Context: an optimization exercise on an open-source flow, tuned for small area, a short achievable clock period and few clock cycles per item. The choices shown serve that exercise and are no tape-out recipe.
RTL that was checked went through simulation tests only; none was proved equivalent to the original.
Function not checked in runs 1, 3 and 4: the RTL went through the layout flow alone.
Power and IR drop assume default switching activity.

===== config.mk =====
export PLATFORM = sky130hd
export DESIGN_NAME = cordic_mod
export DESIGN_NICKNAME = cordic_mod
export VERILOG_FILES = /design/flow/design.v
export SDC_FILE = /design/flow/constraint.sdc
export NUM_CORES = 4
export LEC_CHECK = 0
export CAP_MARGIN = 20
export CORE_MARGIN = 2
export CORE_UTILIZATION = 40
export CTS_BUF_LIST = sky130_fd_sc_hd__clkbuf_4 sky130_fd_sc_hd__clkbuf_8
export CTS_CLUSTER_DIAMETER = 100
export CTS_CLUSTER_SIZE = 32
export SETUP_SLACK_MARGIN = 5.0
export SLEW_MARGIN = 20
export SYNTH_HIERARCHICAL = 1
export SYNTH_MINIMUM_KEEP_SIZE = 0

===== constraint.sdc =====
create_clock -name core_clock -period 8.0 [get_ports {clk}]
set_input_delay 1.6000 -clock core_clock [delete_from_list [all_inputs] [get_ports {clk}]]
set_output_delay 1.6000 -clock core_clock [all_outputs]
set_load 0.01 [all_outputs]

===== design.v =====
module counter (
	input clk, rst,
	output reg [7:0] step
);
	always @(posedge clk) begin
		if (rst)
			step <= 8'b0000_0001;
		else
			step <= {step[6:0], step[7]};
	end
endmodule
module rotator
(
	input [16:0] x, y,
	input y_pos,	 
	input [15:0] angle,
	input neg_dir,
	input [7:0] step,
	output [16:0] xp, yp,
	output [15:0] angle_p,
	output y_is_zero
);
	wire signed [16:0] y_signed = y;
	reg [16:0] x_shifted, y_shifted;
	reg [15:0] t;
	wire y_neg = y[16];
	integer i;
	reg signed [16:0] y_sh;
	localparam [127:0] T = {16'h0051, 16'h00a3, 16'h0146, 16'h028b,
	                        16'h0511, 16'h09fb, 16'h12e4, 16'h2000};
	always @(*) begin
		x_shifted = 17'd0;
		y_shifted = 17'd0;
		t = 16'd0;
		for (i = 0; i < 8; i = i + 1) begin
			x_shifted = x_shifted | ((x >> i) & {17{step[i]}});
			y_sh = y_signed >>> i;
			y_shifted = y_shifted | (y_sh & {17{step[i]}});
			t = t | (T[16*i +: 16] & {16{step[i]}});
		end
	end
	adder #(17) add_x(x, y_shifted ^ {17{y_neg}}, y_neg, xp);
	adder #(17) add_y(y, x_shifted ^ {17{y_pos}}, y_pos, yp);
	wire sub = ~(y_pos ^ neg_dir);
	adder #(16) add_angle(angle, t ^ {16{sub}}, sub, angle_p);
	assign y_is_zero = ~|y;
endmodule
module adder #(parameter W = 17) (
	input [W-1:0] a, b,
	input cin,
	output [W-1:0] sum
);
	localparam N = W + 1;	 
	localparam L = $clog2(N);
	wire [N-1:0] g [0:L];
	wire [N-1:0] p [0:L];
	assign g[0] = {a & b, cin};
	assign p[0] = {a ^ b, 1'b0};
	genvar l, i;
	generate for (l = 0; l < L; l = l + 1) begin : level
		for (i = 0; i < N; i = i + 1) begin : node
			if (((i >> l) & 1) == 1) begin : merge
				localparam J = ((i >> l) << l) - 1;
				if ((i >> l) == 1) begin : gray
					prefix_gray pc(g[l][i], p[l][i], g[l][J], g[l+1][i]);
					assign p[l+1][i] = 1'b0;
				end
				else begin : black
					prefix_black pc(g[l][i], p[l][i], g[l][J], p[l][J], g[l+1][i], p[l+1][i]);
				end
			end
			else begin : keep
				assign g[l+1][i] = g[l][i];
				assign p[l+1][i] = p[l][i];
			end
		end
	end endgenerate
	assign sum = p[0][N-1:1] ^ g[L][N-2:0];
endmodule
module prefix_black (
	input gh, ph, gl, pl,
	output g, p
);
	assign g = gh | (ph & gl);
	assign p = ph & pl;
endmodule
module prefix_gray (
	input gh, ph, gl,
	output g
);
	assign g = gh | (ph & gl);
endmodule
module cordic_mod(
	input clk, rst,
	input signed [15:0] inp_x, inp_y,
	output [15:0] arctan,
	output reg valid
);
	reg [16:0] x, y;
	reg y_pos;	 
	reg [15:0] angle;
	reg neg_dir;	 
	reg stop;	 
	wire is_x_negative = inp_x[15];
	wire is_y_negative = inp_y[15];
	wire is_x_zero = ~|inp_x;
	wire is_y_zero = ~|inp_y;
	wire [15:0] below_x, below_y;
	genvar b;
	generate for (b = 0; b < 16; b = b + 1) begin : abs_bits
		if (b == 0) begin : lsb
			assign below_x[b] = 1'b0;
			assign below_y[b] = 1'b0;
		end
		else begin : other
			assign below_x[b] = |inp_x[b-1:0];
			assign below_y[b] = |inp_y[b-1:0];
		end
	end endgenerate
	wire [16:0] abs_x = {1'b0, inp_x ^ (below_x & {16{is_x_negative}})};
	wire [16:0] abs_y = {1'b0, inp_y ^ (below_y & {16{is_y_negative}})};
	reg [15:0] start_angle;
	always @(*) begin
		if (is_x_zero)
			start_angle = {is_y_negative, {15{~is_y_negative}}};
		else if (is_y_zero)
			start_angle = 16'h0000;
		else case ({is_x_negative, is_y_negative})
			2'b00: start_angle = 16'h0000;
			2'b01: start_angle = 16'h0000;
			2'b10: start_angle = 16'h7fff;
			2'b11: start_angle = 16'h8001;
		endcase
	end
	wire [7:0] step;
	counter cntr(clk, rst, step);
	wire [16:0] xp, yp;
	wire [15:0] angle_p;
	wire y_is_zero;
	rotator rttr(x, y, y_pos, angle, neg_dir, step, xp, yp, angle_p, y_is_zero);
	wire step_en = ~valid & ~stop & ~y_is_zero;
	always @(posedge clk) begin
		if (rst) begin
			x <= abs_x;
			y <= abs_y;
			y_pos <= 1'b1;
			angle <= start_angle;
			neg_dir <= is_x_negative ^ is_y_negative;
			stop <= is_x_zero;
		end
		else begin
			x <= xp;
			y <= yp;
			y_pos <= ~yp[16];
			if (step_en)
				angle <= angle_p;
			stop <= stop | y_is_zero;
		end
	end
	always @(posedge clk) begin
		if (rst)
			valid <= 1'b0;
		else if (step[7])
			valid <= 1'b1;
	end
	assign arctan = angle;
endmodule

===== flow/run.sh =====
#!/bin/bash
# The standard layout, except that the port buffers are the smallest buffer
# (buf_1) instead of the flow's default
# pick. Synthesis is the standard one, unchanged.
set -euo pipefail
bash standard.sh synth > synth.log 2>&1
bash standard.sh BUFFER_PORTS_ARGS="-buffer_cell sky130_fd_sc_hd__buf_1" finish > layout.log 2>&1

===== standard.sh =====
#!/bin/bash
# synth_recipe.tcl (not shown) runs the flow's synth.tcl, then flattens the netlist and writes it again
# the make line also repeats each setting of config.mk as NAME=value (left out here)
make -C /OpenROAD-flow-scripts/flow DESIGN_CONFIG=/design/flow/config.mk WORK_HOME=/design/flow/orfs CLKGATE_MAP_FILE= SYNTH_SCRIPT=/design/flow/synth_recipe.tcl "${@:-finish}"

==> results of run 1 <==
[power by group]
group	switching [uW]	leakage, uW	internal [uW]
clock network	135	0.000113	190
logic	1330	0.00269	1350
registers	291	0.000554	496
[layer usage]
layer | vias to the layer above | part of all wire
met2 | 157 | 0.50
met4 | 0 | 0.017
met5 | - | 0
met1 | 2801 | 0.44
li1 | 2880 | -
met3 | 24 | 0.047
[final cells by class]
type                    instances  area [um^2]  area share
multi-input cells             635         4995      0.6735
flip-flops and latches         62         1421      0.1917
inverters                       7        26.28    0.003543
well taps                     220        275.3     0.03712
clock inverters                 3        68.82    0.009280
repair buffers                 73        476.7     0.06428
clock buffers                  12        152.6     0.02058
[what timing repair did]
action,CTS,global route
pin swaps,3,10
resized for setup,24,36
cloned,1,0
hold endpoints to repair,0,0
endpoints found under the setup margin,32,20
setup buffers,6,6
[Yosys stat by module, one instance, submodules excluded, a selection]
module	cells inside	flops+latches	area, um^2
prefix_gray	1	0	7.507
rotator	254	0	1862
cordic_mod	252	54	2444
counter	16	8	210.2
prefix_black	2	0	13.76
[cell usage in the layout (no fill, tap or decap), types with 3 or more instances in the layout]
cell type	count
ha_1	50
buf_8	3
nand4_1	21
a22oi_1	89
nor3_1	8
o21ai_0	12
o21a_1	14
o22ai_1	3
xor3_1	3
buf_12	4
a21o_1	94
nand2_1	21
xor2_1	97
clkbuf_8	10
o31ai_1	4
xor2_2	4
edfxtp_1	17
nor2b_1	9
mux2i_1	4
a21o_4	3
clkbuf_4	3
nand3_1	7
buf_4	14
nor4_4	3
nor4_2	3
and2_1	51
nor2_1	40
inv_1	7
a222oi_1	6
xnor2_1	14
nor4_1	5
a21oi_1	31
buf_6	5
dfxtp_1	41
buf_1	43
[kinds of logic (layout without fill, tap and decap cells)]
| group | Yosys count | after routing | synth area share |
|---|---|---|---|
| multiplexers | 6 | 6 | 0.009420 |
| flip-flops | 62 | 62 | 0.2125 |
| AND/OR/NAND/NOR | 187 | 187 | 0.1616 |
| AO/OA/AOI/OAI | 272 | 273 | 0.2971 |
| adder cells (fa/ha/maj) | 50 | 50 | 0.09420 |
| XOR/XNOR | 119 | 119 | 0.1711 |
| buffers and inverters | 72 | 95 | 0.05407 |
[critical path, cell delays in order]
cell and delay [ns]:
buf_1 0.13, nor4_1 0.43, nand4_1 0.29, or2_2 0.39, a21oi_1 0.17, o22ai_1 0.10
[Yosys cell counts, types with 2 or more instances]
cell type and number:
nand2_1 21, a31oi_1 2, o41ai_1 2, dfxtp_1 45, nor4_4 2, mux2i_1 4
nor3_2 2, o22ai_1 3, buf_1 4, o31ai_1 4, buf_4 2, a22oi_1 90
a221oi_2 2, xor3_1 3, buf_2 20, nor3_1 10, or3_1 2, xor2_1 97
nor4_1 6, nor2b_1 9, clkbuf_1 32, xnor2_1 14, or4_1 2, nand3_1 7
or2_2 2, nand3b_1 2, mux2_2 2, a21oi_1 31, ha_1 50, nor4_2 3
o21a_1 14, inv_1 7, a21o_1 98, xor2_2 4, and2_1 51, a22o_1 2
nor2_1 40, a222oi_1 6, nand4_1 21, nand2b_1 2, buf_6 6, edfxtp_1 17
o21ai_0 12
[flip-flops by register name (all words and copies together) (netlist names)]
name,cells
y,17
neg_dir,1
stop,1
cntr.step,8
x,17
angle,16
y_pos,1
valid,1
[through the flow]
stage          instances  setup WS, ns  hold slack (ns)
2_1_floorplan        768         4.934           0.4324
3_3_place_gp         984         4.388           0.4931
3_5_place_dp         984         4.339           0.5030
4_1_cts             1006         4.968           0.5204
5_1_grt             1012         4.886           0.5750
6_report            1012         5.000           0.5207
[how the worst max path moves through the flow]
stage | cells past startpoint | slack (ns) | from | endpoint
finish | 6 | 5.00 | inp_y[3] | angle[15]$_DFFE_PP_
CTS | 3 | 4.97 | rst | x[0]$_DFF_P_
detailed placement | 6 | 4.34 | inp_y[0] | angle[13]$_DFFE_PP_
global placement | 10 | 4.39 | y_pos$_SDFF_PP1_ | angle[15]$_DFFE_PP_
floorplan | 6 | 4.93 | inp_y[11] | angle[10]$_DFFE_PP_
global route | 6 | 4.89 | inp_y[3] | angle[15]$_DFFE_PP_
==> flow_metrics.py, run 1 <==
metrics = {
    "cts": {
        "cts_hold_buf": 0,
        "clkTransAtPathRegs_ns": 0.08,
        "tritoncts_num_sinks": 62,
        "clk-insertion-delay-late_ns": 0.38,
        "cts_buffers": 9,
        "ctsHtreeMaxLevel": 3,
        "tritoncts": "done",
        "ctsLongestPathBuffers": 2,
        "root_buffer": "clkbuf_8",
    },
    "logic_synthesis": {
        "synth_top_area_cell": "dfxtp_1",
        "synth_fp_nets": 852,
        "yosys_warnings": 11,
        "async_flop_share": 0,
        "synthesis.area_um2": 6641,
        "synth-seq-cells": 62,
        "synthCells": 768,
        "ys_types": 56,
        "netlist_top_cells_area": "dfxtp_1, xor2_1, a21o_1",
        "synth_seq_area_share": 0.2125,
        "ys.flop_type": "dfxtp_1",
        "avgSynthCellArea_um2": 8.648,
        "synth.top_cell.area_share": 0.1356,
        "synth-edff-count": 17,
    },
    "timing": {
        "setup_tns_ns": 0,
        "fin_crit_ns": 3.000,
        "rsz0062_at_grt": "yes",
        "drv_slew": 0,
        "finClkSkew_ns": 0.01776,
        "fmax_mhz": 333.4,
        "fin_crit_sh": 0.3749,
        "maxSlewHeadroom": 0.5356,
        "tightest_slew_ns": 0.6902,
        "hold_viol": 0,
        "finalSetupViolCount": 0,
    },
    "setup_path": {
        "worstPathArrival_ns": 3.11,
        "rr_startpoint": "y[12]$_DFF_P_",
        "endpoint_kind": "flop",
        "critPathRequiredTime_ns": 8.11,
        "rr_endpoint": "x[16]$_SDFF_PP0_",
        "reg2reg_depth": 11,
        "regToRegSetupSlack_ns": 5.11,
        "critPathLaunchType": "input pin",
        "worstSetupPathType": "input pin to flop",
        "crit_fanout": 5,
    },
    "route": {
        "avgViaCountPerCell": 5.792,
        "wl_per_cell_um": 17.16,
        "wl_mm": 17.37,
        "num_vias": 5862,
        "ant_nets": 0,
        "first_iter_violations": 477,
        "route.detailed.drc": 0,
        "first_pass_iters": 7,
    },
    "global_route": {
        "use_met3": 0.03793,
        "use_met2": 0.3472,
        "grt_use_met1": 0.2451,
        "grt_pass1_vias": 5573,
        "grt.overflow.total": 0,
        "antenna_found_initial": 0,
        "grt_usage": 0.1968,
        "busiest_layer": "met2",
        "grt_first_pass_wirelength_mm": 28.10,
        "grt_max_degree": 52,
    },
    "placed_design": {
        "place_hpwl_mm": 11.75,
        "place_area_um2": 6862,
        "gp_congestion": 0.8182,
        "io_buffers": 50,
    },
    "layout": {
        "n_fill_cell": 1631,
        "nets": 872,
        "final_area_um2": 7416,
        "antenna_cells": 0,
        "syn_to_final_growth_pct": 11.66,
        "drive_gt1_frac": 0.1035,
        "final_util": 0.4520,
    },
    "floorplan": {
        "io_pins": 51,
        "die_y_um": 132.9,
        "die_w_um": 132.9,
        "design.die.area_um2": 17650,
        "coreArea_um2": 16410,
        "start_util": 0.4048,
        "rows": 47,
    },
    "hold_path": {
        "hold_start": "stop$_DFF_P_",
        "whs_endpoint": "stop$_DFF_P_",
        "worstHoldPathType": "flop to flop",
        "min_path_cells": 2,
    },
    "power": {
        "leakage_uw": 0.003360,
        "p_per_area_nw_per_um2": 511.5,
        "p_total_uw": 3793,
        "ir_worst_vdd_v": 0.0002352,
    },
    "flow_run": {
        "drv_cap": 0,
    },
    "run_status": {
        "status": "timing/DRC/antenna clean",
    },
}
==> run 2: changes to the inputs <==
--- a/design.v
+++ b/design.v
@@ -51,7 +51,7 @@
 	output [W-1:0] sum
 );
 	localparam N = W + 1;	 
-	localparam L = $clog2(N);
+	localparam L = (N <= 2) ? 1 : (N <= 4) ? 2 : (N <= 8) ? 3 : (N <= 16) ? 4 : (N <= 32) ? 5 : 6;
 	wire [N-1:0] g [0:L];
 	wire [N-1:0] p [0:L];
 	assign g[0] = {a & b, cin};
==> flow_metrics.py, run 2 <==
metrics = {
    "run_status": {
        "status": "timing/DRC/antenna clean",
    },
    "layout": {
        "layout_commonest_cell": "xor2_1",
        "antenna_cells": 0,
        "nets": 872,
        "syn_to_final_growth_pct": 11.66,
        "multiInputGateArea_um2": 4995,
        "ff_latch_area_um2": 1421,
        "drive_gt1_frac": 0.1035,
        "reg_top3": "x: 17 flops, y: 17 flops, angle: 16 flops",
        "n_fill_cell": 1631,
        "layout_common_cells": "xor2_1, a21o_1, a22oi_1, and2_1, ha_1",
    },
    "setup_path": {
        "slowest_stage": "nor4_1",
        "worstPathArrival_ns": 3.11,
        "regToRegSetupSlack_ns": 5.11,
        "cpPeakStageDelay_ns": 0.43,
        "endpoint_kind": "flop",
        "critPathLaunchType": "input pin",
        "path_delay_family": "simple AND/OR/NAND/NOR gates",
        "critPathRequiredTime_ns": 8.11,
        "cp_cell_sequence": "buf_1, nor4_1, nand4_1, or2_2, a21oi_1, o22ai_1",
        "worstSetupPathType": "input pin to flop",
        "path_buf_inv": 1,
        "crit_fanout": 5,
    },
    "timing": {
        "hold-worst-slack_ns": 0.5207,
        "finClkSkew_ns": 0.01776,
        "finalSetupViolCount": 0,
        "rsz0062_at_grt": "yes",
        "fmax_mhz": 333.4,
        "setup_tns_ns": 0,
        "hold_viol": 0,
        "fin_crit_ns": 3.000,
        "tightest_slew_ns": 0.6902,
        "maxSlewHeadroom": 0.5356,
        "fin_crit_sh": 0.3749,
        "drv_slew": 0,
    },
    "logic_synthesis": {
        "ys.flop_type": "dfxtp_1",
        "synth_fp_nets": 852,
        "synth_seq_area_share": 0.2125,
        "synthesis.area_um2": 6641,
        "synth.top_cells.by_count": "a21o_1, xor2_1, a22oi_1",
        "avgSynthCellArea_um2": 8.648,
        "synth.top_cell.area_share": 0.1356,
        "yosysMostFrequentCell": "a21o_1",
        "synthCells": 768,
        "yosys_warnings": 11,
        "async_flop_share": 0,
        "synth-seq-cells": 62,
        "netlist_top_cells_area": "dfxtp_1, xor2_1, a21o_1",
        "ys_types": 56,
        "synth_top_area_cell": "dfxtp_1",
        "synth-edff-count": 17,
    },
    "floorplan": {
        "design.die.area_um2": 17650,
        "die_y_um": 132.9,
        "io_pins": 51,
        "rows": 47,
        "coreArea_um2": 16410,
        "start_util": 0.4048,
        "die_w_um": 132.9,
    },
    "placed_design": {
        "io_buffers": 50,
        "place_hpwl_mm": 11.75,
        "gp_congestion": 0.8182,
    },
    "route": {
        "num_vias": 5862,
        "wl_per_cell_um": 17.16,
        "first_iter_violations": 477,
        "wl_mm": 17.37,
        "first_pass_iters": 7,
        "route.detailed.drc": 0,
        "avgViaCountPerCell": 5.792,
        "ant_nets": 0,
    },
    "cts": {
        "root_buffer": "clkbuf_8",
        "clk-insertion-delay-late_ns": 0.38,
        "ctsHtreeMaxLevel": 3,
        "cts_buffers": 9,
        "tritoncts_num_sinks": 62,
        "tritoncts": "done",
        "ctsLongestPathBuffers": 2,
        "clkTransAtPathRegs_ns": 0.08,
    },
    "global_route": {
        "grt_max_degree": 52,
        "antenna_found_initial": 0,
        "grt.overflow.total": 0,
        "grt_usage": 0.1968,
        "grt_pass1_vias": 5573,
        "grt_first_pass_wirelength_mm": 28.10,
    },
    "hold_path": {
        "worstHoldPathType": "flop to flop",
    },
    "flow_run": {
        "drv_cap": 0,
    },
    "power": {
        "leakage_uw": 0.003360,
        "p_per_area_nw_per_um2": 511.5,
        "ir_worst_vdd_v": 0.0002352,
    },
}
==> run 2: cell counts in the layout (fill, tap and decap cells not counted) <==
Identical to the previous run, type by type.
==> run 2: path summary, 6_finish.rpt <==
path | from | to | cells after the start
worst max-delay path | inp_y[3] | angle[15]$_DFFE_PP_ | 6
worst min-delay path | stop$_DFF_P_ | stop$_DFF_P_ | 2
worst min register to register | stop$_DFF_P_ | stop$_DFF_P_ | 2
worst max register to register | y[12]$_DFF_P_ | x[16]$_SDFF_PP0_ | 11
==> run 2: report_power, final <==
part	switching, uW	total (uW)	leakage, uW	internal, uW
Sequential	291	786	0.000554	496
Clock	135	325	0.000113	190
Combinational	1330	2680	0.00269	1350
Total	1750	3790	0.00336	2040
==> run 2: layout make-up <==
class | instances | area share
Multi-Input combinational cell | 635 | 0.6735
Clock buffer | 12 | 0.02058
Tap cell | 220 | 0.03712
Timing Repair Buffer | 73 | 0.06428
Sequential cell | 62 | 0.1917
Inverter | 7 | 0.003543
Clock inverter | 3 | 0.009280
==> run 2: layer usage <==
metal | wire length, um | vias up | share of wire | GRT usage
li1 | - | 2880 | - | -
met1 | 7616 | 2801 | 0.44 | 0.2451
met2 | 8637 | 157 | 0.50 | 0.3472
met3 | 825 | 24 | 0.047 | 0.03793
met4 | 290 | 0 | 0.017 | 0.05257
met5 | 0 | - | 0 | 0
==> run 2: what timing repair did <==
item                                    4_1_cts  5_1_grt
gates cloned                                  1        0
gates resized for setup                      24       36
endpoints found under the setup margin       32       20
setup buffers                                 6        6
hold buffers                                  0        0
pin swaps                                     3       10
==> run 2: per-stage QoR <==
step                      cells  total power, uW  worst slack, ns  utilization  instance area [um^2]
final                      1012             3793            5.000       0.4520                  7416
after global routing       1012             4167            4.886       0.4520                  7416
after CTS                  1006             3721            4.968       0.4430                  7268
after detailed placement    984             3335            4.339       0.4182                  6862
after global placement      984             3336            4.388       0.4182                  6862
after floorplan             768             2870            4.934            -                  6648
==> run 2: modules after synthesis (local to each module, per instance), a selection <==
module	area [um^2]	cells inside
prefix_gray	7.507	1
cordic_mod	2444	252
rotator	1862	254
counter	210.2	16
prefix_black	13.76	2
==> run 2: worst min-delay path, cell delays in order, from the launching register on <==
cell     delay [ns]
dfxtp_1        0.33
nor3_1         0.05
a21oi_1        0.10
==> run 2: logic make-up (layout without fill, tap and decap cells) <==
logic type	count (synthesis)	count (layout)	synth area share
compound gates	272	273	0.2971
buf+inv	72	95	0.05407
mux	6	6	0.009420
fa+ha+maj	50	50	0.09420
simple gates	187	187	0.1616
xor+xnor	119	119	0.1711
flops	62	62	0.2125
Testbench counts of run 2, summed over its fixed seeds: cycles 108,000, items 12,000.
==> run 3: changes to the inputs <==
--- a/design.v
+++ b/design.v
@@ -51,7 +51,7 @@
 	output [W-1:0] sum
 );
 	localparam N = W + 1;	 
-	localparam L = (N <= 2) ? 1 : (N <= 4) ? 2 : (N <= 8) ? 3 : (N <= 16) ? 4 : (N <= 32) ? 5 : 6;
+	localparam L = $clog2(N);
 	wire [N-1:0] g [0:L];
 	wire [N-1:0] p [0:L];
 	assign g[0] = {a & b, cin};
==> flow/run.sh (replaced) <==
#!/bin/bash
set -euo pipefail
bash standard.sh synth > synth.log 2>&1
bash standard.sh BUFFER_PORTS_ARGS="-buffer_cell sky130_fd_sc_hd__buf_1" SETUP_SLACK_MARGIN=5.3 finish > layout.log 2>&1
==> flow_metrics.py, run 3 <==
metrics = {
    "setup_path": {
        "worstPathArrival_ns": 3.14,
        "critPathLaunchType": "input pin",
        "cpPeakStageDelay_ns": 0.39,
        "path_delay_family": "simple AND/OR/NAND/NOR gates",
        "crit_fanout": 7,
        "path_buf_inv": 2,
        "critPathRequiredTime_ns": 8.13,
        "worstSetupPathType": "input pin to flop",
        "slowest_stage": "nor4_4",
        "endpoint_kind": "flop",
        "cp_cell_sequence": "buf_8, nor4_4, nand4_4, buf_6, nor3_4, o211ai_4, o21a_1",
    },
    "floorplan": {
        "die_y_um": 132.9,
        "io_pins": 51,
        "die_w_um": 132.9,
        "start_util": 0.4048,
        "rows": 47,
        "coreArea_um2": 16410,
        "design.die.area_um2": 17650,
    },
    "cts": {
        "clkTransAtPathRegs_ns": 0.08,
        "root_buffer": "clkbuf_8",
        "tritoncts_num_sinks": 62,
        "tritoncts": "done",
        "ctsLongestPathBuffers": 2,
        "cts_hold_buf": 0,
        "ctsHtreeMaxLevel": 3,
        "cts_buffers": 9,
        "clk-insertion-delay-late_ns": 0.38,
    },
    "timing": {
        "finClkSkew_ns": 0.01467,
        "fin_crit_sh": 0.3765,
        "drv_slew": 0,
        "finalSetupViolCount": 0,
        "hold_viol": 0,
        "worst_slack_ns": 4.988,
        "hold-worst-slack_ns": 0.5186,
        "fin_crit_ns": 3.012,
        "tightest_slew_ns": 0.6746,
        "fmax_mhz": 332.0,
        "maxSlewHeadroom": 0.5461,
        "setup_tns_ns": 0,
        "rsz0062_at_grt": "yes",
    },
    "route": {
        "wl_mm": 19.30,
        "first_pass_iters": 6,
        "wl_per_cell_um": 17.97,
        "num_vias": 6328,
        "route.detailed.drc": 0,
        "avgViaCountPerCell": 5.892,
        "first_iter_violations": 490,
        "ant_nets": 0,
    },
    "layout": {
        "nets": 933,
        "antenna_cells": 0,
        "layout_commonest_cell": "xor2_1",
        "reg_top3": "x: 17 flops, y: 17 flops, angle: 16 flops",
        "n_fill_cell": 1550,
        "final_util": 0.5073,
        "ff_latch_area_um2": 1438,
        "drive_gt1_frac": 0.2283,
        "syn_to_final_growth_pct": 25.32,
        "multiInputGateArea_um2": 5177,
        "layout_common_cells": "xor2_1, a21o_1, a22oi_1, buf_4, ha_1",
    },
    "logic_synthesis": {
        "synthCells": 768,
        "synth_top_family_by_area": "compound AO/OA/AOI/OAI gates",
        "ys_types": 56,
        "ys.flop_type": "dfxtp_1",
        "synth-compound-area-share": 0.2971,
        "synth_top_area_cell": "dfxtp_1",
        "synthAdderAreaFrac": 0.09420,
        "yosys.area_share.simple": 0.1616,
        "async_flop_share": 0,
        "synth.top_cell.area_share": 0.1356,
        "synth_fp_nets": 852,
        "synth-seq-cells": 62,
        "avgSynthCellArea_um2": 8.648,
        "yosys_warnings": 11,
        "synth.top_cells.by_count": "a21o_1, xor2_1, a22oi_1",
        "yosysMostFrequentCell": "a21o_1",
        "netlist_top_cells_area": "dfxtp_1, xor2_1, a21o_1",
        "synth_seq_area_share": 0.2125,
        "synthesis.area_um2": 6641,
        "synth-xor-area-share": 0.1711,
        "synth-edff-count": 17,
        "synth_mux_area_frac": 0.009420,
    },
    "placed_design": {
        "io_buffers": 50,
        "gp_congestion": 0.7744,
        "pre_cts_slack_ns": 4.371,
        "place_hpwl_mm": 11.65,
    },
    "global_route": {
        "grt_first_pass_wirelength_mm": 30.30,
        "grt_pass1_vias": 5932,
        "antenna_found_initial": 0,
        "grt_max_degree": 50,
        "grt.overflow.total": 0,
        "grt_usage": 0.2123,
    },
    "power": {
        "p_per_area_nw_per_um2": 524.6,
        "leakage_uw": 0.003775,
        "ir_worst_vdd_v": 0.0002513,
        "p_total_uw": 4366,
    },
    "hold_path": {
        "worstHoldPathType": "flop to flop",
    },
    "run_status": {
        "status": "timing/DRC/antenna clean",
    },
    "flow_run": {
        "drv_cap": 0,
    },
}
-- run 3: cell counts after synthesis --
Identical to the previous run, type by type.
-- run 3: power by group --
part           leakage [uW]  switching [uW]  internal [uW]
Sequential         0.000556             293            497
Combinational       0.00312            1520           1760
Clock              0.000101             144            154
-- run 3: worst reg2reg max path: cells and delay by family, from the launching register on --
kind / cells / cell delay [ns]
xor gates and xnor gates: 2 / 0.32
buffers and inverters: 2 / 0.23
AOI/OAI and AO/OA: 5 / 1.00
adders and majority gates: 1 / 0.32
and+or+nand+nor: 2 / 0.41
DFF: 1 / 0.37
-- run 3: area by class of cell --
class,instances,share of cell area
Clock buffer,10,0.01654
Clock inverter,6,0.008118
Inverter,7,0.003157
Multi-Input combinational cell,635,0.6221
Sequential cell,62,0.1727
Tap cell,220,0.03307
Timing Repair Buffer,134,0.1443
-- run 3: per-stage QoR --
stage               std cells  instance area [um^2]
finish                   1074                  8323
floorplan                 768                  6715
global placement          983                  6897
CTS                      1053                  7966
detailed placement        983                  6897
global route             1074                  8323
-- run 3: layer usage --
layer	vias to the layer above	track usage	part of all wire
met4	0	0.09797	0.032
met1	3034	0.2698	0.42
li1	3006	-	-
met2	242	0.3546	0.49
met3	46	0.03180	0.057
met5	-	0	0
-- run 3: repair_timing --
| item | CTS | global route |
|---|---|---|
| setup endpoints to repair | 48 | 67 |
| pin swaps | 38 | 51 |
| resized for setup | 87 | 49 |
| gates cloned | 8 | 1 |
| buffers inserted | 46 | 20 |
| hold endpoints to repair | 0 | 0 |
-- run 3: path summary, 6_finish.rpt --
kind | slack [ns] | cells after the start | end | startpoint
setup / recovery | 4.99 | 7 | angle[10]$_DFFE_PP_ | inp_x[3]
hold / removal | 0.52 | 2 | stop$_DFF_P_ | stop$_DFF_P_
setup reg to reg | 5.09 | 12 | angle[15]$_DFFE_PP_ | cntr.step[2]$_SDFF_PP0_
hold reg to reg | 0.52 | 2 | stop$_DFF_P_ | stop$_DFF_P_
-- run 3: per-module statistics from Yosys, one instance, submodules excluded, excerpt --
| module | flip-flops and latches | cells inside | area (um^2) |
|---|---|---|---|
| cordic_mod | 54 | 252 | 2444 |
| counter | 8 | 16 | 210.2 |
| prefix_black | 0 | 2 | 13.76 |
| prefix_gray | 0 | 1 | 7.507 |
| rotator | 0 | 254 | 1862 |
-- run 3: cell families (layout without fill, tap and decap cells) --
group,after synthesis,after routing
simple gates,187,187
fa+ha+maj,50,50
buf+inv,72,157
xor+xnor,119,119
flops,62,62
mux,6,6
compound gates,272,273
==> run 4: changes to the inputs <==
--- a/design.v
+++ b/design.v
@@ -12,7 +12,6 @@
 module rotator
 (
 	input [16:0] x, y,
-	input y_pos,	 
 	input [15:0] angle,
 	input neg_dir,
 	input [7:0] step,
@@ -24,6 +23,7 @@
 	reg [16:0] x_shifted, y_shifted;
 	reg [15:0] t;
 	wire y_neg = y[16];
+	wire y_pos = ~y[16];
 	integer i;
 	reg signed [16:0] y_sh;
 	localparam [127:0] T = {16'h0051, 16'h00a3, 16'h0146, 16'h028b,
@@ -41,7 +41,7 @@
 	end
 	adder #(17) add_x(x, y_shifted ^ {17{y_neg}}, y_neg, xp);
 	adder #(17) add_y(y, x_shifted ^ {17{y_pos}}, y_pos, yp);
-	wire sub = ~(y_pos ^ neg_dir);
+	wire sub = y_neg ^ neg_dir;
 	adder #(16) add_angle(angle, t ^ {16{sub}}, sub, angle_p);
 	assign y_is_zero = ~|y;
 endmodule
@@ -97,7 +97,6 @@
 	output reg valid
 );
 	reg [16:0] x, y;
-	reg y_pos;	 
 	reg [15:0] angle;
 	reg neg_dir;	 
 	reg stop;	 
@@ -137,13 +136,12 @@
 	wire [16:0] xp, yp;
 	wire [15:0] angle_p;
 	wire y_is_zero;
-	rotator rttr(x, y, y_pos, angle, neg_dir, step, xp, yp, angle_p, y_is_zero);
+	rotator rttr(x, y, angle, neg_dir, step, xp, yp, angle_p, y_is_zero);
 	wire step_en = ~valid & ~stop & ~y_is_zero;
 	always @(posedge clk) begin
 		if (rst) begin
 			x <= abs_x;
 			y <= abs_y;
-			y_pos <= 1'b1;
 			angle <= start_angle;
 			neg_dir <= is_x_negative ^ is_y_negative;
 			stop <= is_x_zero;
@@ -151,7 +149,6 @@
 		else begin
 			x <= xp;
 			y <= yp;
-			y_pos <= ~yp[16];
 			if (step_en)
 				angle <= angle_p;
 			stop <= stop | y_is_zero;
==> flow/run.sh (replaced) <==
#!/bin/bash
# The standard layout, except that the port buffers are the smallest buffer
# (buf_1) instead of the flow's default
# pick. Synthesis is the standard one, unchanged.
set -euo pipefail
bash standard.sh synth > synth.log 2>&1
bash standard.sh BUFFER_PORTS_ARGS="-buffer_cell sky130_fd_sc_hd__buf_1" finish > layout.log 2>&1
==> flow_metrics.py, run 4 <==
metrics = {
    "setup_path": {
        "cp_cell_sequence": "buf_8, nor4_4, nand4_4, or4_4, o211ai_4, o21a_1",
        "slowest_stage": "or4_4",
        "path_delay_family": "simple AND/OR/NAND/NOR gates",
        "crit_fanout": 7,
        "rr_startpoint": "cntr.step[1]$_SDFF_PP0_",
        "critPathLaunchType": "input pin",
        "worstPathArrival_ns": 3.27,
        "critPathRequiredTime_ns": 8.24,
        "rr_endpoint": "x[16]$_SDFF_PP0_",
        "worstSetupPathType": "input pin to flop",
        "endpoint_kind": "flop",
        "cpPeakStageDelay_ns": 0.65,
        "path_buf_inv": 1,
        "path_depth": 6,
        "reg2reg_depth": 12,
        "regToRegSetupSlack_ns": 5.10,
    },
    "hold_path": {
        "whs_endpoint": "valid$_SDFFE_PP0P_",
        "worstHoldPathType": "flop to flop",
        "hold_start": "valid$_SDFFE_PP0P_",
        "min_path_cells": 2,
    },
    "route": {
        "route.detailed.drc": 0,
        "avgViaCountPerCell": 6.002,
        "wl_mm": 18.55,
        "num_vias": 6092,
        "ant_nets": 0,
        "first_iter_violations": 721,
        "wl_per_cell_um": 18.28,
        "first_pass_iters": 10,
    },
    "timing": {
        "rsz0062_at_grt": "yes",
        "finClkSkew_ns": 0.01655,
        "tightest_slew_ns": 0.5872,
        "fmax_mhz": 329.7,
        "worst_slack_ns": 4.967,
        "fin_crit_sh": 0.3792,
        "setup_tns_ns": 0,
        "drv_slew": 0,
        "fin_crit_ns": 3.033,
        "finalSetupViolCount": 0,
        "hold_viol": 0,
        "maxSlewHeadroom": 0.6086,
    },
    "logic_synthesis": {
        "synth_seq_area_share": 0.2123,
        "yosys_warnings": 11,
        "synth-edff-count": 17,
        "synth_fp_nets": 855,
        "synth.top_cell.area_share": 0.1344,
        "synthesis.area_um2": 6554,
        "avgSynthCellArea_um2": 8.500,
        "netlist_top_cells_area": "dfxtp_1, a21o_1, xor2_1",
        "synth_top_area_cell": "dfxtp_1",
        "ys.flop_type": "dfxtp_1",
        "synth-seq-cells": 61,
        "async_flop_share": 0,
        "yosysMostFrequentCell": "a21o_1",
        "synth.top_cells.by_count": "a21o_1, a22oi_1, xor2_1",
        "ys_types": 52,
        "synthCells": 771,
    },
    "floorplan": {
        "die_y_um": 132,
        "coreArea_um2": 15940,
        "start_util": 0.4111,
        "design.die.area_um2": 17420,
        "rows": 46,
        "io_pins": 51,
        "die_w_um": 132,
    },
    "layout": {
        "layout_common_cells": "a21o_1, a22oi_1, xor2_1, and2_1, ha_1",
        "layout_commonest_cell": "a21o_1",
        "syn_to_final_growth_pct": 12.35,
        "reg_top3": "x: 17 flops, y: 17 flops, angle: 16 flops",
        "nets": 878,
        "drive_gt1_frac": 0.1039,
        "finalNonFillerCells": 1015,
        "final_util": 0.4619,
        "antenna_cells": 0,
    },
    "global_route": {
        "grt_pass1_vias": 5864,
        "grt_first_pass_wirelength_mm": 29.83,
        "antenna_found_initial": 0,
        "grt_max_degree": 72,
        "grt_usage": 0.2077,
        "grt.overflow.total": 0,
    },
    "cts": {
        "clkTransAtPathRegs_ns": 0.09,
        "root_buffer": "clkbuf_8",
        "cts_buffers": 9,
        "ctsHtreeMaxLevel": 3,
        "clk-insertion-delay-late_ns": 0.38,
        "tritoncts": "done",
        "tritoncts_num_sinks": 61,
        "ctsLongestPathBuffers": 2,
    },
    "power": {
        "p_total_uw": 3819,
        "p_per_area_nw_per_um2": 518.7,
        "ir_worst_vdd_v": 0.0002892,
        "leakage_uw": 0.003313,
    },
    "run_status": {
        "status": "timing/DRC/antenna clean",
    },
    "placed_design": {
        "gp_congestion": 0.7961,
        "pre_cts_slack_ns": 4.412,
        "dpl.cell_count": 979,
        "place_hpwl_mm": 12.48,
        "io_buffers": 50,
    },
    "flow_run": {
        "drv_cap": 0,
    },
}
==> run 4: through the flow <==
| stage | hold WS, ns | instance area, um^2 |
|---|---|---|
| after floorplan | 0.4324 | 6560 |
| after global placement | 0.5148 | 6746 |
| after detailed placement | 0.5170 | 6746 |
| after CTS | 0.5337 | 7121 |
| after global routing | 0.5474 | 7363 |
| final | 0.5303 | 7363 |
==> run 4: final cells by class <==
class	instances	area, um^2
clock inverters	7	75.07
multi-input cells	638	4940
flip-flops and latches	61	1400
fillers	1575	8579
clock buffers	9	123.9
well taps	216	270.3
inverters	7	31.28
repair buffers	77	523.0
==> run 4: kinds of logic after synthesis <==
kind of cell,count (synthesis),synth area share
AOI/OAI and AO/OA,273,0.2995
xor gates and xnor gates,119,0.1688
DFF,61,0.2123
adders and majority gates,50,0.09546
and+or+nand+nor,190,0.1611
muxes,5,0.008018
buffers and inverters,73,0.05479
==> run 4: what timing repair did <==
action	4_1_cts	5_1_grt
gates cloned	1	1
hold buffers	0	0
pin swaps	6	14
endpoints found under the setup margin	36	25
hold endpoints to repair	0	0
setup buffers	6	12
gates resized for setup	24	42
==> run 4: how the worst max path moves through the flow <==
stage	startpoint	to	slack, ns
after CTS	inp_y[12]	angle[6]$_DFFE_PP_	5.01
after detailed placement	inp_x[15]	angle[6]$_DFFE_PP_	4.41
final	inp_x[2]	angle[6]$_DFFE_PP_	4.97
after global routing	inp_x[2]	angle[6]$_DFFE_PP_	4.92
after floorplan	inp_y[11]	angle[10]$_DFFE_PP_	4.93
after global placement	inp_x[15]	angle[8]$_DFFE_PP_	4.50
==> run 4: per-module statistics from Yosys (local to each module, per instance), excerpt <==
module | cells inside | flip-flops and latches | cell area (um^2) | copies in the design
cordic_mod | 250 | 53 | 2420 | 1
rotator | 259 | 0 | 1798 | 1
prefix_black | 2 | 0 | 13.76 | 51
counter | 16 | 8 | 210.2 | 1
prefix_gray | 1 | 0 | 7.507 | 47
==> run 4: worst register-to-register path, delay by kind of cell (launching register included) <==
family	cells	cell delay, ns
buffers and inverters	1	0.20
AOI/OAI and AO/OA	6	1.27
and+or+nand+nor	2	0.34
adders and majority gates	1	0.30
DFF	1	0.31
xor gates and xnor gates	2	0.35
==> run 4: routing by layer <==
layer	global-route usage	routed length [um]	share of wire
met1	0.2701	8008	0.43
met2	0.3452	9040	0.49
met3	0.03037	1056	0.057
met4	0.08454	448	0.024
met5	0	0	0
==> run 4: report_power, final <==
group,switching (uW),leakage (uW),internal [uW]
sequential,258,0.000547,485
clock,146,0.0000935,145
combinational,1410,0.00267,1370
==> run 5: changes to the inputs <==
--- a/design.v
+++ b/design.v
@@ -51,7 +51,7 @@
 	output [W-1:0] sum
 );
 	localparam N = W + 1;	 
-	localparam L = $clog2(N);
+	localparam L = (N <= 2) ? 1 : (N <= 4) ? 2 : (N <= 8) ? 3 : (N <= 16) ? 4 : (N <= 32) ? 5 : 6;
 	wire [N-1:0] g [0:L];
 	wire [N-1:0] p [0:L];
 	assign g[0] = {a & b, cin};
--- a/config.mk
+++ b/config.mk
@@ -7,7 +7,7 @@
 export LEC_CHECK = 0
 export CAP_MARGIN = 20
 export CORE_MARGIN = 2
-export CORE_UTILIZATION = 40
+export CORE_UTILIZATION = 55
 export CTS_BUF_LIST = sky130_fd_sc_hd__clkbuf_4 sky130_fd_sc_hd__clkbuf_8
 export CTS_CLUSTER_DIAMETER = 100
 export CTS_CLUSTER_SIZE = 32
==> flow_metrics.py, run 5 <==
metrics = {
    "timing": {
        "rsz0062_at_grt": "yes",
        "fmax_mhz": 336.3,
        "setup_tns_ns": 0,
        "hold_viol": 0,
        "fin_crit_sh": 0.3717,
        "tightest_slew_ns": 0.4986,
        "fin_crit_ns": 2.973,
        "drv_slew": 0,
        "finalSetupViolCount": 0,
        "maxSlewHeadroom": 0.6671,
        "finClkSkew_ns": 0.01317,
    },
    "global_route": {
        "grt_max_degree": 57,
        "antenna_found_initial": 0,
        "grt_pass1_vias": 5734,
        "grt_first_pass_wirelength_mm": 28.73,
        "grt.overflow.total": 0,
        "grt_usage": 0.2766,
    },
    "setup_path": {
        "critPathLaunchType": "input pin",
        "critPathRequiredTime_ns": 8.12,
        "crit_fanout": 7,
        "endpoint_kind": "flop",
        "reg2reg_depth": 12,
        "rr_endpoint": "x[16]$_SDFF_PP0_",
        "worstPathArrival_ns": 3.09,
        "crit_start": "inp_x[10]",
        "worstSetupPathType": "input pin to flop",
        "regToRegSetupSlack_ns": 5.05,
        "rr_startpoint": "cntr.step[1]$_SDFF_PP0_",
    },
    "route": {
        "wl_per_cell_um": 18.99,
        "ant_nets": 0,
        "first_iter_violations": 610,
        "route.detailed.drc": 0,
        "wl_mm": 17.89,
        "avgViaCountPerCell": 6.416,
        "num_vias": 6044,
        "first_pass_iters": 18,
    },
    "logic_synthesis": {
        "synth-edff-count": 17,
        "netlist_top_cells_area": "dfxtp_1, a21o_1, xor2_1",
        "ys.flop_type": "dfxtp_1",
        "synth_top_area_cell": "dfxtp_1",
        "async_flop_share": 0,
        "synth-seq-cells": 61,
        "yosysMostFrequentCell": "a21o_1",
        "synth.top_cell.area_share": 0.1344,
        "synth.top_cells.by_count": "a21o_1, a22oi_1, xor2_1",
        "synthesis.area_um2": 6554,
        "synth_seq_area_share": 0.2123,
        "yosys_warnings": 11,
        "synthCells": 771,
        "avgSynthCellArea_um2": 8.500,
        "ys_types": 52,
        "synth_fp_nets": 855,
    },
    "layout": {
        "final_area_um2": 7313,
        "final_util": 0.6351,
        "layout_commonest_cell": "a21o_1",
        "layout_common_cells": "a21o_1, a22oi_1, xor2_1, and2_1, ha_1",
        "reg_top3": "x: 17 flops, y: 17 flops, angle: 16 flops",
        "nets": 878,
        "drive_gt1_frac": 0.1089,
        "antenna_cells": 0,
        "syn_to_final_growth_pct": 11.59,
    },
    "power": {
        "p_per_area_nw_per_um2": 522.3,
        "leakage_uw": 0.003354,
        "ir_worst_vdd_v": 0.0002899,
    },
    "placed_design": {
        "io_buffers": 50,
        "place_area_um2": 6648,
        "gp_congestion": 0.8626,
        "place_hpwl_mm": 12.01,
    },
    "floorplan": {
        "die_w_um": 113.2,
        "io_pins": 51,
        "rows": 39,
        "coreArea_um2": 11520,
        "design.die.area_um2": 12810,
        "start_util": 0.5691,
        "die_y_um": 113.2,
    },
    "hold_path": {
        "whs_endpoint": "valid$_SDFFE_PP0P_",
        "min_path_cells": 2,
        "worstHoldPathType": "flop to flop",
        "hold_start": "valid$_SDFFE_PP0P_",
    },
    "cts": {
        "cts_hold_buf": 0,
        "clk-insertion-delay-late_ns": 0.37,
        "clkTransAtPathRegs_ns": 0.07,
        "tritoncts_num_sinks": 61,
        "root_buffer": "clkbuf_8",
        "cts_buffers": 9,
        "ctsHtreeMaxLevel": 3,
        "ctsLongestPathBuffers": 2,
        "tritoncts": "done",
    },
    "run_status": {
        "status": "timing/DRC/antenna clean",
    },
    "flow_run": {
        "drv_cap": 0,
    },
}
==> run 5: area by class of cell <==
cell class	instances	area, um^2
flip-flops and latches	61	1404
fillers	1064	4203
well taps	143	178.9
clock buffers	13	160.2
repair buffers	77	525.5
inverters	7	28.78
multi-input cells	638	4947
clock inverters	3	68.82
==> run 5: cells by family after synthesis <==
kind of cell | after synthesis | share of synthesized area
AOI/OAI and AO/OA | 273 | 0.2995
and+or+nand+nor | 190 | 0.1611
xor gates and xnor gates | 119 | 0.1688
buffers and inverters | 73 | 0.05479
DFF | 61 | 0.2123
adders and majority gates | 50 | 0.09546
muxes | 5 | 0.008018
==> run 5: per-module statistics from Yosys, one instance, submodules excluded, a selection <==
| module | flip-flops and latches | cell area (um^2) |
|---|---|---|
| cordic_mod | 53 | 2420 |
| counter | 8 | 210.2 |
| prefix_black | 0 | 13.76 |
| prefix_gray | 0 | 7.507 |
| rotator | 0 | 1798 |
==> run 5: worst max path at each step <==
stage | end | slack, ns | cells past startpoint
4_1_cts | x[16]$_SDFF_PP0_ | 4.98 | 12
6_report | angle[1]$_DFFE_PP_ | 5.03 | 8
5_1_grt | x[16]$_SDFF_PP0_ | 4.86 | 12
3_3_place_gp | angle[8]$_DFFE_PP_ | 4.33 | 4
2_1_floorplan | angle[10]$_DFFE_PP_ | 4.93 | 6
3_5_place_dp | angle[12]$_DFFE_PP_ | 4.27 | 4
==> run 5: timing repair <==
item | CTS | global route
endpoints found under the setup margin | 53 | 45
buffers inserted | 6 | 13
cloned | 1 | 1
pin swaps | 4 | 10
gates resized for setup | 24 | 46
==> run 5: critical path, cell delays in order <==
cell and delay, ns:
buf_8 0.10, nor4_4 0.36, nand4_4 0.19, buf_4 0.20, nor3_4 0.15, buf_4 0.18, o211ai_4 0.15, o21a_1 0.16
==> run 5: report_power, final <==
| group | switching [uW] | total, uW | leakage (uW) | internal (uW) |
|---|---|---|---|---|
| sequential | 258 | 743 | 0.000548 | 485 |
| combinational | 1400 | 2750 | 0.00269 | 1350 |
| clock | 131 | 327 | 0.000118 | 195 |
==> run 5: metal layers <==
metal,GRT usage,wire length [um],up-vias,part of all wire
li1,-,-,2897,-
met1,0.3827,8164,2901,0.46
met2,0.4471,8408,222,0.47
met3,0.02999,1002,24,0.056
met4,0.1000,311,0,0.017
met5,0,0,-,0
==> run 5: per-stage QoR <==
stage | cells | power (uW) | hold WS, ns | setup WS [ns]
5_1_grt | 942 | 4168 | 0.5339 | 4.865
4_1_cts | 928 | 3740 | 0.5123 | 4.980
3_5_place_dp | 905 | 3360 | 0.5014 | 4.269
3_3_place_gp | 905 | 3277 | 0.4915 | 4.332
2_1_floorplan | 771 | 2866 | 0.4324 | 4.934
6_report | 942 | 3820 | 0.5087 | 5.027
Testbench counts of run 5, summed over its fixed seeds: cycles 108,000, items 12,000.
==> run 6: changes to the inputs <==
--- a/config.mk
+++ b/config.mk
@@ -11,7 +11,7 @@
 export CTS_BUF_LIST = sky130_fd_sc_hd__clkbuf_4 sky130_fd_sc_hd__clkbuf_8
 export CTS_CLUSTER_DIAMETER = 100
 export CTS_CLUSTER_SIZE = 32
-export SETUP_SLACK_MARGIN = 5.0
+export SETUP_SLACK_MARGIN = 4.8
 export SLEW_MARGIN = 20
 export SYNTH_HIERARCHICAL = 1
 export SYNTH_MINIMUM_KEEP_SIZE = 0
==> flow_metrics.py, run 6 <==
metrics = {
    "run_status": {
        "status": "timing/DRC/antenna clean",
    },
    "logic_synthesis": {
        "async_flop_share": 0,
        "synth_mux_area_frac": 0.008018,
        "yosys_warnings": 11,
        "synth_fp_nets": 855,
        "synth_top_area_cell": "dfxtp_1",
        "synth-xor-area-share": 0.1688,
        "ys_types": 52,
        "netlist_top_cells_area": "dfxtp_1, a21o_1, xor2_1",
        "synthesis.area_um2": 6554,
        "synthAdderAreaFrac": 0.09546,
        "synth-edff-count": 17,
        "synth-seq-cells": 61,
        "ys.flop_type": "dfxtp_1",
        "synth_seq_area_share": 0.2123,
        "synth.top_cells.by_count": "a21o_1, a22oi_1, xor2_1",
        "avgSynthCellArea_um2": 8.500,
        "yosysMostFrequentCell": "a21o_1",
        "synthCells": 771,
        "synth-compound-area-share": 0.2995,
        "synth.top_cell.area_share": 0.1344,
        "synth_top_family_by_area": "compound AO/OA/AOI/OAI gates",
        "yosys.area_share.simple": 0.1611,
    },
    "floorplan": {
        "coreArea_um2": 11520,
        "design.die.area_um2": 12810,
        "io_pins": 51,
        "die_w_um": 113.2,
        "start_util": 0.5691,
        "rows": 39,
        "die_y_um": 113.2,
    },
    "power": {
        "leakage_uw": 0.003169,
        "p_per_area_nw_per_um2": 534.2,
        "ir_worst_vdd_v": 0.0003072,
    },
    "global_route": {
        "antenna_found_initial": 0,
        "grt_first_pass_wirelength_mm": 28.77,
        "grt_max_degree": 55,
        "grt_pass1_vias": 5765,
        "grt.overflow.total": 0,
        "grt_usage": 0.2765,
    },
    "route": {
        "drt-met1-wl_mm": 7.806,
        "wl_mm": 17.39,
        "dr_wl_met3_mm": 1.001,
        "route.detailed.drc": 0,
        "ant_nets": 0,
        "wl_met2_mm": 8.290,
        "first_pass_iters": 17,
        "num_vias": 5939,
        "avgViaCountPerCell": 6.434,
        "wl_per_cell_um": 18.84,
        "maxUsedRoutingLayer": "met4",
        "first_iter_violations": 574,
    },
    "timing": {
        "drv_slew": 0,
        "worst_slack_ns": 4.879,
        "setup_tns_ns": 0,
        "finClkSkew_ns": 0.008979,
        "fmax_mhz": 320.4,
        "hold_viol": 0,
        "fin_crit_ns": 3.121,
        "hold-worst-slack_ns": 0.5146,
        "tightest_slew_ns": 0.8128,
        "fin_crit_sh": 0.3901,
        "finalSetupViolCount": 0,
        "rsz0062_at_grt": "yes",
        "maxSlewHeadroom": 0.4581,
    },
    "cts": {
        "ctsLongestPathBuffers": 2,
        "cts_hold_buf": 0,
        "root_buffer": "clkbuf_8",
        "ctsHtreeMaxLevel": 3,
        "tritoncts_num_sinks": 61,
        "clk-insertion-delay-late_ns": 0.37,
        "tritoncts": "done",
        "cts_buffers": 9,
        "clkTransAtPathRegs_ns": 0.07,
    },
    "placed_design": {
        "pre_cts_slack_ns": 4.266,
        "dpl.cell_count": 905,
        "gp_congestion": 0.8394,
        "io_buffers": 50,
        "place_hpwl_mm": 12.08,
    },
    "layout": {
        "nets": 859,
        "antenna_cells": 0,
        "layout_common_cells": "a21o_1, a22oi_1, xor2_1, and2_1, ha_1",
        "layout_commonest_cell": "a21o_1",
        "drive_gt1_frac": 0.06410,
        "syn_to_final_growth_pct": 5.785,
        "reg_top3": "x: 17 flops, y: 17 flops, angle: 16 flops",
        "finalNonFillerCells": 923,
        "n_fill_cell": 1074,
    },
    "setup_path": {
        "regToRegSetupSlack_ns": 4.94,
        "crit_fanout": 21,
        "worstSetupPathType": "input pin to flop",
        "critPathRequiredTime_ns": 8.23,
        "endpoint_kind": "flop",
        "worstPathArrival_ns": 3.35,
        "rr_endpoint": "angle[15]$_DFFE_PP_",
        "critPathLaunchType": "input pin",
        "rr_startpoint": "cntr.step[2]$_SDFF_PP0_",
        "reg2reg_depth": 12,
    },
    "flow_run": {
        "drv_cap": 0,
    },
    "hold_path": {
        "whs_endpoint": "stop$_DFF_P_",
        "hold_start": "stop$_DFF_P_",
        "worstHoldPathType": "flop to flop",
        "min_path_cells": 2,
    },
}
[run 6: cell counts after synthesis]
No cell type changed its count.
[run 6: timing repair]
action                                  CTS  global route
endpoints found under the hold margin     0             0
pin swaps                                 1             0
endpoints found under the setup margin   49            17
buffers inserted                          2             0
gates resized for setup                   6            15
[run 6: kinds of logic (layout without fill, tap and decap cells)]
family	after synthesis	after routing
buffers and inverters	73	82
xor gates and xnor gates	119	119
AOI/OAI and AO/OA	273	273
adders and majority gates	50	50
and+or+nand+nor	190	190
DFF	61	61
muxes	5	5
[run 6: modules after synthesis, one instance, submodules excluded, excerpt]
module        cells  flops+latches
cordic_mod      250             53
rotator         259              0
counter          16              8
prefix_black      2              0
prefix_gray       1              0
[run 6: per-stage QoR]
stage          cell area [um^2]  power, uW    util
3_3_place_gp               6641       3274  0.5767
5_1_grt                    6933       4054  0.6020
6_report                   6933       3704  0.6020
4_1_cts                    6874       3686  0.5969
3_5_place_dp               6641       3367  0.5767
2_1_floorplan              6554       2866       -
[run 6: worst max-delay path, cell delays in order]
cell and delay (ns):
clkdlybuf4s15_1 0.60, or4_4 0.73, o211ai_4 0.22, o21a_1 0.19
[run 6: area by class of cell]
class | count | area, um^2 | area share
multi-input combinational | 637 | 4852 | 0.6999
sequential | 61 | 1400 | 0.2019
timing repair buffer | 59 | 282.8 | 0.04079
tap | 143 | 178.9 | 0.02581
clock buffer | 11 | 138.9 | 0.02003
clock inverter | 5 | 51.30 | 0.007399
inverter | 7 | 28.78 | 0.004151
[run 6: power breakdown]
| part | switching (uW) | internal (uW) |
|---|---|---|
| Clock | 131 | 149 |
| Combinational | 1380 | 1300 |
| Sequential | 258 | 485 |
[run 6: how the worst max path moves through the flow]
| stage | start | to | slack [ns] | cells past startpoint |
|---|---|---|---|---|
| 2_1_floorplan | inp_y[11] | angle[10]$_DFFE_PP_ | 4.93 | 6 |
| 6_report | inp_x[15] | angle[12]$_DFFE_PP_ | 4.88 | 4 |
| 3_5_place_dp | rst | angle[1]$_DFFE_PP_ | 4.27 | 4 |
| 5_1_grt | cntr.step[2]$_SDFF_PP0_ | angle[15]$_DFFE_PP_ | 4.79 | 12 |
| 3_3_place_gp | rst | angle[7]$_DFFE_PP_ | 4.34 | 4 |
| 4_1_cts | inp_x[15] | angle[12]$_DFFE_PP_ | 4.82 | 5 |
[run 6: per-layer routing]
metal | global-route usage | vias to the layer above
li1 | - | 2853
met1 | 0.3745 | 2859
met2 | 0.4431 | 197
met3 | 0.05410 | 30
met4 | 0.09106 | 0
met5 | 0 | -
==> run 7: changes to the inputs <==
--- a/config.mk
+++ b/config.mk
@@ -7,11 +7,11 @@
 export LEC_CHECK = 0
 export CAP_MARGIN = 20
 export CORE_MARGIN = 2
-export CORE_UTILIZATION = 55
+export CORE_UTILIZATION = 40
 export CTS_BUF_LIST = sky130_fd_sc_hd__clkbuf_4 sky130_fd_sc_hd__clkbuf_8
 export CTS_CLUSTER_DIAMETER = 100
 export CTS_CLUSTER_SIZE = 32
-export SETUP_SLACK_MARGIN = 4.8
+export SETUP_SLACK_MARGIN = 4.6
 export SLEW_MARGIN = 20
 export SYNTH_HIERARCHICAL = 1
 export SYNTH_MINIMUM_KEEP_SIZE = 0
==> flow_metrics.py, run 7 <==
metrics = {
    "global_route": {
        "grt_max_degree": 76,
        "antenna_found_initial": 0,
        "grt.overflow.total": 0,
        "grt_first_pass_wirelength_mm": 27.99,
        "grt_pass1_vias": 5489,
        "grt_usage": 0.1971,
    },
    "power": {
        "seq_power_share": 0.198,
        "power_switching_share": 0.4731,
        "p_switching_uw": 1764,
        "pwr-share-clk": 0.090,
        "p_per_area_nw_per_um2": 530.3,
        "comb_power_share": 0.713,
        "internal_power_uw": 1965,
        "leakage_uw": 0.003188,
        "ir_worst_vdd_v": 0.0002487,
    },
    "timing": {
        "drv_slew": 0,
        "worst_slack_ns": 4.845,
        "finalSetupViolCount": 0,
        "fin_crit_ns": 3.155,
        "finClkSkew_ns": 0.01409,
        "hold-worst-slack_ns": 0.5311,
        "rsz0062_at_grt": "no",
        "fmax_mhz": 316.9,
        "fin_crit_sh": 0.3944,
        "maxSlewHeadroom": 0.4224,
        "hold_viol": 0,
        "tightest_slew_ns": 0.8664,
        "setup_tns_ns": 0,
    },
    "hold_path": {
        "min_path_cells": 2,
        "whs_endpoint": "stop$_DFF_P_",
        "hold_start": "stop$_DFF_P_",
        "worstHoldPathType": "flop to flop",
    },
    "cts": {
        "clkTransAtPathRegs_ns": 0.08,
        "ctsLongestPathBuffers": 2,
        "tritoncts": "done",
        "clk-insertion-delay-late_ns": 0.38,
        "ctsHtreeMaxLevel": 3,
        "cts_buffers": 9,
        "root_buffer": "clkbuf_8",
        "tritoncts_num_sinks": 61,
    },
    "setup_path": {
        "critPathRequiredTime_ns": 8.11,
        "regToRegSetupSlack_ns": 4.84,
        "worstPathArrival_ns": 3.27,
        "critPathLaunchType": "flop",
        "rr_endpoint": "angle[15]$_DFFE_PP_",
        "rr_startpoint": "cntr.step[2]$_SDFF_PP0_",
        "endpoint_kind": "flop",
        "reg2reg_depth": 12,
        "crit_fanout": 38,
        "worstSetupPathType": "flop to flop",
    },
    "route": {
        "num_vias": 5784,
        "ant_nets": 0,
        "route.detailed.drc": 0,
        "first_pass_iters": 8,
        "avgViaCountPerCell": 5.778,
        "wl_per_cell_um": 17.21,
        "first_iter_violations": 478,
        "wl_mm": 17.23,
    },
    "logic_synthesis": {
        "synth.top_cells.by_count": "a21o_1, a22oi_1, xor2_1",
        "ys_types": 52,
        "synth-seq-cells": 61,
        "synth.top_cell.area_share": 0.1344,
        "yosysMostFrequentCell": "a21o_1",
        "synth_top_area_cell": "dfxtp_1",
        "async_flop_share": 0,
        "synth-edff-count": 17,
        "synth_fp_nets": 855,
        "ys.flop_type": "dfxtp_1",
        "synthCells": 771,
        "yosys_warnings": 11,
        "synthesis.area_um2": 6554,
        "synth_seq_area_share": 0.2123,
        "netlist_top_cells_area": "dfxtp_1, a21o_1, xor2_1",
        "avgSynthCellArea_um2": 8.500,
    },
    "floorplan": {
        "coreArea_um2": 15940,
        "die_w_um": 132,
        "design.die.area_um2": 17420,
        "start_util": 0.4111,
        "io_pins": 51,
        "die_y_um": 132,
        "rows": 46,
    },
    "flow_run": {
        "drv_cap": 0,
    },
    "placed_design": {
        "gp_congestion": 0.8508,
        "pre_cts_slack_ns": 4.452,
        "dpl.cell_count": 980,
        "place_hpwl_mm": 11.84,
        "io_buffers": 50,
    },
    "layout": {
        "syn_to_final_growth_pct": 7.274,
        "nets": 864,
        "antenna_cells": 0,
        "finalNonFillerCells": 1001,
        "final_util": 0.4410,
        "drive_gt1_frac": 0.05860,
        "reg_top3": "x: 17 flops, y: 17 flops, angle: 16 flops",
        "layout_common_cells": "a21o_1, a22oi_1, xor2_1, and2_1, ha_1",
        "layout_commonest_cell": "a21o_1",
    },
    "run_status": {
        "status": "timing/DRC/antenna clean",
    },
}
run 7: cell counts after synthesis:
No cell type changed its count.
run 7: final cells by class:
type                            count  area (um^2)
Fill cell                        1630         8912
Multi-Input combinational cell    637         4803
Sequential cell                    61         1393
Timing Repair Buffer               64        310.3
Tap cell                          216        270.3
Clock buffer                        9        123.9
Clock inverter                      7        103.9
Inverter                            7        26.28
run 7: worst max-delay path by stage:
stage | start | endpoint | depth (start not counted)
5_1_grt | cntr.step[2]$_SDFF_PP0_ | angle[15]$_DFFE_PP_ | 12
2_1_floorplan | inp_y[11] | angle[10]$_DFFE_PP_ | 6
6_report | cntr.step[2]$_SDFF_PP0_ | angle[15]$_DFFE_PP_ | 12
3_5_place_dp | inp_x[15] | angle[7]$_DFFE_PP_ | 5
4_1_cts | y[16]$_SDFF_PP0_ | angle[15]$_DFFE_PP_ | 11
3_3_place_gp | inp_x[15] | angle[8]$_DFFE_PP_ | 5
run 7: timing repair:
action,in CTS,in global routing
hold buffers,0,0
gates resized for setup,0,2
endpoints found under the hold margin,0,0
setup endpoints to repair,0,21
buffers inserted,0,5
run 7: metrics by stage:
stage                     cell area, um^2  total power [uW]
after global routing                 7030              4098
after detailed placement             6748              3350
after CTS                            6975              3702
final                                7030              3728
after floorplan                      6554              2866
after global placement               6748              3349
run 7: layer usage:
metal  routed length (um)  global-route usage  up-vias
met5                    0                   0        -
met2                 8062              0.3238      186
li1                     -                   -     2868
met1                 7898              0.2635     2705
met3                  890             0.02614       25
met4                  378             0.07367        0
run 7: power groups by stage:
stage | registers (uW) | logic, uW | clock network [uW]
after global placement | 742 | 2610 | 0
after floorplan | 596 | 2270 | 0
final | 737 | 2660 | 334
after CTS | 728 | 2630 | 340
after global routing | 759 | 2990 | 353
after detailed placement | 735 | 2610 | 0
run 7: Yosys stat by module (local to each module, per instance), a selection:
module / cells inside / area [um^2] / flops+latches
cordic_mod: 250 / 2420 / 53
rotator: 259 / 1798 / 0
prefix_gray: 1 / 7.507 / 0
prefix_black: 2 / 13.76 / 0
counter: 16 / 210.2 / 8
run 7: logic make-up after synthesis:
group | share of synthesized area
DFF | 0.2123
adders and majority gates | 0.09546
xor gates and xnor gates | 0.1688
and+or+nand+nor | 0.1611
AOI/OAI and AO/OA | 0.2995
buffers and inverters | 0.05479
muxes | 0.008018
run 7: worst max-delay path, stage by stage (launching register included):
cell	delay, ns
dfxtp_1	0.30
buf_4	0.27
nor3_1	0.38
nand2_1	0.13
xor2_1	0.17
ha_1	0.32
a21o_1	0.18
a21o_1	0.22
a21o_1	0.35
a21o_1	0.20
xor3_1	0.23
inv_1	0.06
o22ai_1	0.06
==> run 8: changes to the inputs <==
--- a/config.mk
+++ b/config.mk
@@ -11,7 +11,8 @@
 export CTS_BUF_LIST = sky130_fd_sc_hd__clkbuf_4 sky130_fd_sc_hd__clkbuf_8
 export CTS_CLUSTER_DIAMETER = 100
 export CTS_CLUSTER_SIZE = 32
-export SETUP_SLACK_MARGIN = 4.6
+export SETUP_SLACK_MARGIN = 5.0
 export SLEW_MARGIN = 20
 export SYNTH_HIERARCHICAL = 1
 export SYNTH_MINIMUM_KEEP_SIZE = 0
+export TNS_END_PERCENT = 0
==> flow_metrics.py, run 8 <==
metrics = {
    "logic_synthesis": {
        "synth_top_area_cell": "dfxtp_1",
        "synthAdderAreaFrac": 0.09546,
        "synth_mux_area_frac": 0.008018,
        "synth-seq-cells": 61,
        "synth_top_family_by_area": "compound AO/OA/AOI/OAI gates",
        "synth-edff-count": 17,
        "synth.top_cell.area_share": 0.1344,
        "synth_seq_area_share": 0.2123,
        "async_flop_share": 0,
        "ys.flop_type": "dfxtp_1",
        "synth-compound-area-share": 0.2995,
        "synth.top_cells.by_count": "a21o_1, a22oi_1, xor2_1",
        "synth-xor-area-share": 0.1688,
        "synthesis.area_um2": 6554,
        "netlist_top_cells_area": "dfxtp_1, a21o_1, xor2_1",
    },
    "global_route": {
        "antenna_found_initial": 0,
        "grt_use_met1": 0.2717,
        "grt.overflow.total": 0,
        "grt_pass1_vias": 5588,
        "use_met3": 0.02807,
        "grt_max_degree": 75,
        "use_met2": 0.3137,
        "busiest_layer": "met2",
        "grt_first_pass_wirelength_mm": 28.50,
    },
    "placed_design": {
        "dpl.cell_count": 981,
        "gp_congestion": 0.8419,
        "place_hpwl_mm": 11.84,
    },
    "setup_path": {
        "critPathLaunchType": "input pin",
        "worstPathArrival_ns": 3.19,
        "endpoint_kind": "flop",
        "crit_fanout": 7,
        "critPathRequiredTime_ns": 8.14,
        "worstSetupPathType": "input pin to flop",
    },
    "layout": {
        "drive_gt1_frac": 0.08619,
        "layout_commonest_cell": "a21o_1",
        "nets": 868,
        "layout_common_cells": "a21o_1, a22oi_1, xor2_1, and2_1, ha_1",
        "syn_to_final_growth_pct": 10.82,
        "finalNonFillerCells": 1005,
        "final_util": 0.4556,
    },
    "cts": {
        "tritoncts_num_sinks": 61,
        "root_buffer": "clkbuf_8",
        "ctsHtreeMaxLevel": 3,
        "clk-insertion-delay-late_ns": 0.38,
        "cts_hold_buf": 0,
        "clkTransAtPathRegs_ns": 0.08,
        "tritoncts": "done",
    },
    "timing": {
        "fin_crit_sh": 0.3812,
        "tightest_slew_ns": 0.7375,
        "hold_viol": 0,
        "finalSetupViolCount": 0,
        "rsz0062_at_grt": "yes",
        "maxSlewHeadroom": 0.5083,
        "setup_tns_ns": 0,
        "finClkSkew_ns": 0.01175,
    },
    "power": {
        "internal_power_uw": 2018,
        "seq_power_share": 0.195,
        "p_switching_uw": 1777,
        "pwr-share-clk": 0.088,
        "leakage_uw": 0.003259,
        "comb_power_share": 0.717,
    },
    "floorplan": {
        "die_w_um": 132,
        "die_y_um": 132,
        "coreArea_um2": 15940,
        "rows": 46,
        "design.die.area_um2": 17420,
    },
    "flow_run": {
        "drv_cap": 0,
    },
    "route": {
        "wl_per_cell_um": 17.94,
        "avgViaCountPerCell": 5.957,
        "wl_mm": 18.03,
    },
    "run_status": {
        "status": "timing/DRC/antenna clean",
    },
}
run 8: worst paths after layout:
path                                              start            endpoint  slack (ns)  cells after the start
worst min-delay path                       stop$_DFF_P_        stop$_DFF_P_        0.52                      2
worst max register to register  cntr.step[5]$_SDFF_PP0_    y[16]$_SDFF_PP0_        5.05                     12
worst min register to register             stop$_DFF_P_        stop$_DFF_P_        0.52                      2
worst max-delay path                          inp_y[11]  angle[4]$_DFFE_PP_        4.95                      6
run 8: what timing repair did:
| action | CTS | global route |
|---|---|---|
| cloned | 0 | 2 |
| pin swaps | 3 | 6 |
| buffers inserted | 5 | 1 |
| setup endpoints to repair | 22 | 29 |
| gates resized for setup | 16 | 22 |
run 8: worst max-delay path, stage by stage:
cell	delay (ns)
clkbuf_2	0.12
or4_4	0.55
nand3b_1	0.25
o21ai_4	0.29
o211ai_4	0.20
o21a_1	0.17
run 8: cells by family after synthesis:
kind of cell | Yosys count
AO/OA/AOI/OAI | 273
XOR/XNOR | 119
adder cells (fa/ha/maj) | 50
buffers and inverters | 73
flip-flops | 61
multiplexers | 5
AND/OR/NAND/NOR | 190
run 8: layer usage:
layer	wire length, um	vias up
met4	535	0
li1	-	2868
met2	8368	239
met5	0	-
met1	7982	2830
met3	1139	50
run 8: power groups by stage:
stage               logic (uW)  clock network, uW  registers (uW)
floorplan                 2270                  0             596
global placement          2600                  0             739
detailed placement        2600                  0             736
CTS                       2670                340             729
global route              3050                352             760
finish                    2720                332             741
run 8: modules after synthesis (local to each module, per instance), excerpt:
module	cells inside	flops+latches
cordic_mod	250	53
prefix_gray	1	0
counter	16	8
rotator	259	0
prefix_black	2	0
run 8: stage by stage:
stage	hold slack (ns)	setup WS (ns)	cell area, um^2
3_5_place_dp	0.5001	4.390	6755
4_1_cts	0.5192	4.980	7118
2_1_floorplan	0.4324	4.934	6554
5_1_grt	0.5586	4.872	7263
3_3_place_gp	0.4867	4.432	6755
6_report	0.5176	4.951	7263
run 8: area by class of cell:
type / count / area (um^2) / area share
Clock inverter: 7 / 103.9 / 0.01430
Multi-Input combinational cell: 638 / 4935 / 0.6794
Inverter: 7 / 28.78 / 0.003962
Clock buffer: 9 / 123.9 / 0.01705
Timing Repair Buffer: 67 / 409.1 / 0.05633
Tap cell: 216 / 270.3 / 0.03721
Sequential cell: 61 / 1393 / 0.1917

Setup slack of run 8, layout unchanged: 4.951 ns with ideal ports, 4.967 ns with driving cells assumed (clock clkbuf_16, inputs buf_2), 4.555 ns with port delays also shifted by the 0.412 ns mid clock arrival.
